What follows belongs to an exercise in optimizing a design on an open flow for small area; a production flow would make more cautious choices. In this exercise RTL edits were held to simulation tests only and were not proved equivalent to the original. The flow treats the clock pin as an ideal source. Dropping or thinning the clock tree relies on that and would not hold on a real chip. Power is estimated from default activity; no workload was simulated.

// UpCounter
module UpCounter(
    input i_clk,
    input i_reset,
    output [3:0] o_FND_Digit,
    output [7:0] o_FND_Font
    );
Size in the first run: about 130 cells after synthesis, about 25 flip-flops.
clock: 120.0 ns
lec_check: 0
cap_margin: 20
core_margin: 2
core_utilization: 36
place_density: 0.8
slew_margin: 20
standard.sh (not shown) runs the stock make flow with config.mk's settings and CLKGATE_MAP_FILE= SYNTH_SCRIPT=/design/flow/synth_recipe.tcl, a recipe that flattens the netlist after the stock synthesis.
==> flow/flow/run.sh <==
#!/bin/bash
set -euo pipefail
W=$PWD
F=$W/flow

# synthesis script: synth_recipe.tcl with the abc command redirected to $MY_ABC_SCRIPT
{
  head -n 1 synth_recipe.tcl
  cat <<'TCL'
proc abc {args} {
  set i [lsearch $args -script]
  if {$i >= 0} {
    set args [lreplace $args [expr {$i + 1}] [expr {$i + 1}] $::env(MY_ABC_SCRIPT)]
  }
  yosys abc {*}$args
}
TCL
  tail -n +2 synth_recipe.tcl
} > my_synth.tcl

sed -e "s#SYNTH_SCRIPT=[^ ]*synth_recipe.tcl#SYNTH_SCRIPT=$W/my_synth.tcl ADDER_MAP_FILE=#" standard.sh > my_standard.sh
grep -q "SYNTH_SCRIPT=$W/my_synth.tcl" my_standard.sh

# try each ABC script, synthesis only
best=""; best_area=""
for s in "$F"/abc*.script; do
  n=$(basename "$s" .script)
  sed -e "s#WORK_HOME=[^ ]*#WORK_HOME=$W/trial_$n#" my_standard.sh > "trial_$n.sh"
  ( MY_ABC_SCRIPT=$s bash "trial_$n.sh" synth > "trial_$n.log" 2>&1 || true ) &
done
wait
for s in "$F"/abc*.script; do
  n=$(basename "$s" .script)
  a=$(awk '/Chip area/{print $NF}' "$W"/trial_$n/reports/*/UpCounter/base/synth_stat.txt 2>/dev/null | tail -n 1)
  echo "$n: ${a:-failed}" | tee -a abc_trials.log
  if [[ -n "$a" ]] && { [[ -z "$best" ]] || awk -v a="$a" -v b="$best_area" 'BEGIN{exit !(a < b)}'; }; then
    best=$s; best_area=$a
  fi
done
[[ -n "$best" ]]
echo "chosen: $best ($best_area)" | tee -a abc_trials.log

export MY_ABC_SCRIPT=$best
export BUFFER_PORTS_ARGS="-buffer_cell sky130_fd_sc_hd__buf_1"
export CTS_ARGS="-sink_clustering_enable -repair_clock_nets -dont_use_dummy_load -apply_ndr none -buf_list sky130_fd_sc_hd__clkbuf_8"
export POST_CTS_TCL=$F/post_cts.tcl
bash my_standard.sh > flow_make.log 2>&1
test -f out/final.def
==> flow/flow/post_cts.tcl <==
set ::block [ord::get_db_block]
set ::db [ord::get_db]
set ::portnet [$::block findNet i_clk]
set limit [expr {[info exists ::env(POST_CTS_SLEW_PS)] ? $::env(POST_CTS_SLEW_PS) : 118}]

proc collect_sinks {net} {
  set s {}
  foreach it [$net getITerms] {
    if {![$it isInputSignal]} continue
    set inst [$it getInst]
    if {[string match "*clkbuf*" [[$inst getMaster] getName]]} {
      set s [concat $s [collect_sinks [[$inst findITerm X] getNet]]]
    } else {
      lappend s $it
    }
  }
  return $s
}

proc remove_clock_buffers {net} {
  foreach it [$net getITerms] {
    if {![$it isInputSignal]} continue
    set inst [$it getInst]
    if {![string match "*clkbuf*" [[$inst getMaster] getName]]} continue
    set on [[$inst findITerm X] getNet]
    remove_clock_buffers $on
    foreach jt [$on getITerms] { $jt disconnect }
    $it disconnect
    puts "post_cts: removed [$inst getName]"
    odb::dbInst_destroy $inst
    odb::dbNet_destroy $on
  }
}

set ::sinks [collect_sinks $::portnet]
set ::pts {}
foreach it $::sinks {
  set box [[$it getInst] getBBox]
  lappend ::pts [list [expr {([$box xMin] + [$box xMax]) / 2}] [expr {([$box yMin] + [$box yMax]) / 2}]]
}
remove_clock_buffers $::portnet
foreach it $::sinks { $it disconnect }

proc kmeans {pts N} {
  set sorted [lsort -integer -index 1 $pts]
  set cents {}
  for {set k 0} {$k < $N} {incr k} {
    lappend cents [lindex $sorted [expr {int(($k + 0.5) * [llength $sorted] / $N)}]]
  }
  for {set iter 0} {$iter < 30} {incr iter} {
    set assign {}
    foreach p $pts {
      set best 0; set bd 1e30
      for {set k 0} {$k < $N} {incr k} {
        set c [lindex $cents $k]
        set d [expr {abs([lindex $p 0] - [lindex $c 0]) + abs([lindex $p 1] - [lindex $c 1])}]
        if {$d < $bd} { set bd $d; set best $k }
      }
      lappend assign $best
    }
    set nc {}
    for {set k 0} {$k < $N} {incr k} {
      set sx 0; set sy 0; set n 0
      foreach p $pts a $assign {
        if {$a == $k} { incr sx [lindex $p 0]; incr sy [lindex $p 1]; incr n }
      }
      if {$n} { lappend nc [list [expr {$sx / $n}] [expr {$sy / $n}]] } else { lappend nc [lindex $cents $k] }
    }
    set cents $nc
  }
  return [list $assign $cents]
}

set ::made {}
proc build {N cell} {
  foreach m $::made {
    lassign $m inst net
    foreach it [$net getITerms] { $it disconnect }
    [$inst findITerm A] disconnect
    odb::dbInst_destroy $inst
    odb::dbNet_destroy $net
  }
  set ::made {}
  lassign [kmeans $::pts $N] assign cents
  set master [$::db findMaster $cell]
  for {set k 0} {$k < $N} {incr k} {
    set inst [odb::dbInst_create $::block $master clkbuf_${k}_i_clk]
    set net [odb::dbNet_create $::block clknet_${k}_i_clk]
    $net setSigType CLOCK
    [$inst findITerm A] connect $::portnet
    [$inst findITerm X] connect $net
    foreach it $::sinks a $assign { if {$a == $k} { $it connect $net } }
    set c [lindex $cents $k]
    $inst setLocation [expr {[lindex $c 0] - [$master getWidth] / 2}] [expr {[lindex $c 1] - [$master getHeight] / 2}]
    $inst setPlacementStatus PLACED
    lappend ::made [list $inst $net]
  }
  detailed_placement
  estimate_parasitics -placement
  set worst 0
  foreach it $::sinks {
    set pin [get_pins [[$it getInst] getName]/[[$it getMTerm] getName]]
    foreach a {slew_max_rise slew_max_fall} {
      set s [expr {1000.0 * [get_property $pin $a]}]
      if {$s > $worst} { set worst $s }
    }
  }
  return $worst
}

foreach cfg {
  {4 sky130_fd_sc_hd__clkbuf_1}
  {3 sky130_fd_sc_hd__clkbuf_2}
  {4 sky130_fd_sc_hd__clkbuf_2}
  {3 sky130_fd_sc_hd__clkbuf_4}
  {1 sky130_fd_sc_hd__clkbuf_16}
  {2 sky130_fd_sc_hd__clkbuf_16}
} {
  lassign $cfg N cell
  set worst [build $N $cell]
  puts "post_cts: $N x $cell for [llength $::sinks] clock pins, worst estimated clock-pin slew $worst ps"
  if {$worst <= $limit} break
}
check_placement -verbose
Other scripts of this flow, unchanged in this note and not shown: flow/flow/abc1.script, flow/flow/abc2.script, flow/flow/abc3.script, flow/flow/abc4.script
The baseline produced a clean layout.
Rerun with:
==> flow/flow/abc5.script (new file) <==
strash
&get -n
&dch -f
&nf -a -F 10 -A 10 -E 100 -R 1000
&put
==> flow/flow/abc6.script (new file) <==
strash
&get -n
&dch -f
&nf -a -F 20 -A 20 -E 1000 -R 1000 -p
&put
==> flow/flow/abc7.script (new file) <==
strash
&get -n
&deepsyn -T 40
&dch -f
&nf -a -F 10 -A 10 -E 100 -R 1000
&put
--- a/flow/flow/post_cts.tcl
+++ b/flow/flow/post_cts.tcl
@@ -2,5 +2,5 @@
 set ::db [ord::get_db]
 set ::portnet [$::block findNet i_clk]
-set limit [expr {[info exists ::env(POST_CTS_SLEW_PS)] ? $::env(POST_CTS_SLEW_PS) : 118}]
+set limit [expr {[info exists ::env(POST_CTS_SLEW_PS)] ? $::env(POST_CTS_SLEW_PS) : 124}]
 
 proc collect_sinks {net} {
@@ -43,19 +43,28 @@
 
 proc kmeans {pts N} {
+  # k-means with balanced clusters: each holds at most ceil(n/N) sinks
+  set npts [llength $pts]
+  set cap [expr {($npts + $N - 1) / $N}]
   set sorted [lsort -integer -index 1 $pts]
   set cents {}
   for {set k 0} {$k < $N} {incr k} {
-    lappend cents [lindex $sorted [expr {int(($k + 0.5) * [llength $sorted] / $N)}]]
+    lappend cents [lindex $sorted [expr {int(($k + 0.5) * $npts / $N)}]]
   }
   for {set iter 0} {$iter < 30} {incr iter} {
-    set assign {}
-    foreach p $pts {
-      set best 0; set bd 1e30
+    set pairs {}
+    for {set i 0} {$i < $npts} {incr i} {
+      set p [lindex $pts $i]
       for {set k 0} {$k < $N} {incr k} {
         set c [lindex $cents $k]
-        set d [expr {abs([lindex $p 0] - [lindex $c 0]) + abs([lindex $p 1] - [lindex $c 1])}]
-        if {$d < $bd} { set bd $d; set best $k }
+        lappend pairs [list [expr {abs([lindex $p 0] - [lindex $c 0]) + abs([lindex $p 1] - [lindex $c 1])}] $i $k]
       }
-      lappend assign $best
+    }
+    set assign [lrepeat $npts -1]
+    set count [lrepeat $N 0]
+    foreach pr [lsort -integer -index 0 $pairs] {
+      lassign $pr d i k
+      if {[lindex $assign $i] >= 0 || [lindex $count $k] >= $cap} continue
+      lset assign $i $k
+      lset count $k [expr {[lindex $count $k] + 1}]
     }
     set nc {}
Settings changed: PLACE_DENSITY 0.8 to default.
After rerunning:
- The changed run finished with timing, DRC and antenna clean
- worst setup slack gets worse by 0.43 ns
- synthesized area shrinks by 1.7%
- total power falls by 2.2%
- critical path depth grows by 2
- wire length grows by 1.6%
- maximum frequency falls by 1.6%
- global-route usage rose by 1.1 points
- sequential power hardly moves
- die area fell by 1.5%
- clock skew rises by 0.012 ns
Rerun with:
--- a/flow/flow/post_cts.tcl
+++ b/flow/flow/post_cts.tcl
@@ -2,5 +2,5 @@
 set ::db [ord::get_db]
 set ::portnet [$::block findNet i_clk]
-set limit [expr {[info exists ::env(POST_CTS_SLEW_PS)] ? $::env(POST_CTS_SLEW_PS) : 124}]
+set limit [expr {[info exists ::env(POST_CTS_SLEW_PS)] ? $::env(POST_CTS_SLEW_PS) : 118}]
 
 proc collect_sinks {net} {
@@ -43,28 +43,19 @@
 
 proc kmeans {pts N} {
-  # k-means with balanced clusters: each holds at most ceil(n/N) sinks
-  set npts [llength $pts]
-  set cap [expr {($npts + $N - 1) / $N}]
   set sorted [lsort -integer -index 1 $pts]
   set cents {}
   for {set k 0} {$k < $N} {incr k} {
-    lappend cents [lindex $sorted [expr {int(($k + 0.5) * $npts / $N)}]]
+    lappend cents [lindex $sorted [expr {int(($k + 0.5) * [llength $sorted] / $N)}]]
   }
   for {set iter 0} {$iter < 30} {incr iter} {
-    set pairs {}
-    for {set i 0} {$i < $npts} {incr i} {
-      set p [lindex $pts $i]
+    set assign {}
+    foreach p $pts {
+      set best 0; set bd 1e30
       for {set k 0} {$k < $N} {incr k} {
         set c [lindex $cents $k]
-        lappend pairs [list [expr {abs([lindex $p 0] - [lindex $c 0]) + abs([lindex $p 1] - [lindex $c 1])}] $i $k]
+        set d [expr {abs([lindex $p 0] - [lindex $c 0]) + abs([lindex $p 1] - [lindex $c 1])}]
+        if {$d < $bd} { set bd $d; set best $k }
       }
-    }
-    set assign [lrepeat $npts -1]
-    set count [lrepeat $N 0]
-    foreach pr [lsort -integer -index 0 $pairs] {
-      lassign $pr d i k
-      if {[lindex $assign $i] >= 0 || [lindex $count $k] >= $cap} continue
-      lset assign $i $k
-      lset count $k [expr {[lindex $count $k] + 1}]
+      lappend assign $best
     }
     set nc {}
After rerunning:
- global-route usage is lower by 0.44 points
- power is higher by 2.2%
- utilization hardly moves
- sequential share of layout area barely changes
- worst setup slack loses 0.031 ns
- register-to-register slack gains 0.06 ns
- worst hold slack gains 0.0053 ns
- first-iteration DRC count is lower by 11%
In every run of this note, the design's own scripts or RTL, not TritonCTS, make the clock network.

[port drivers added, routing unchanged]
The flow's constraints put no driver on any port. The routed layouts listed below were extracted and timed again, unchanged, in two steps.
Step 1 (the two cells are an assumption about what drives the block):
set clk [get_ports {i_clk}]
set_driving_cell -lib_cell sky130_fd_sc_hd__clkbuf_16 $clk
set_driving_cell -lib_cell sky130_fd_sc_hd__buf_2 [delete_from_list [all_inputs] $clk]
Step 2 also shifts input and output timing later by t, the mid clock arrival at the registers, as if the neighbouring blocks saw the same clock.
a / b / c = ideal / step 1 / step 2; a / b = the first two.
run | shift t [ns] | setup WS [ns] | hold WS [ns]
the first run | 0.186 | 93.719 / 93.689 / 93.875 | 0.439 / 0.439 / 0.439
the second run | 0.191 | 93.287 / 93.250 / 93.441 | 0.445 / 0.445 / 0.445
the third run | 0.180 | 93.255 / 93.231 / 93.411 | 0.450 / 0.450 / 0.450
After both steps every run listed still meets setup and hold.
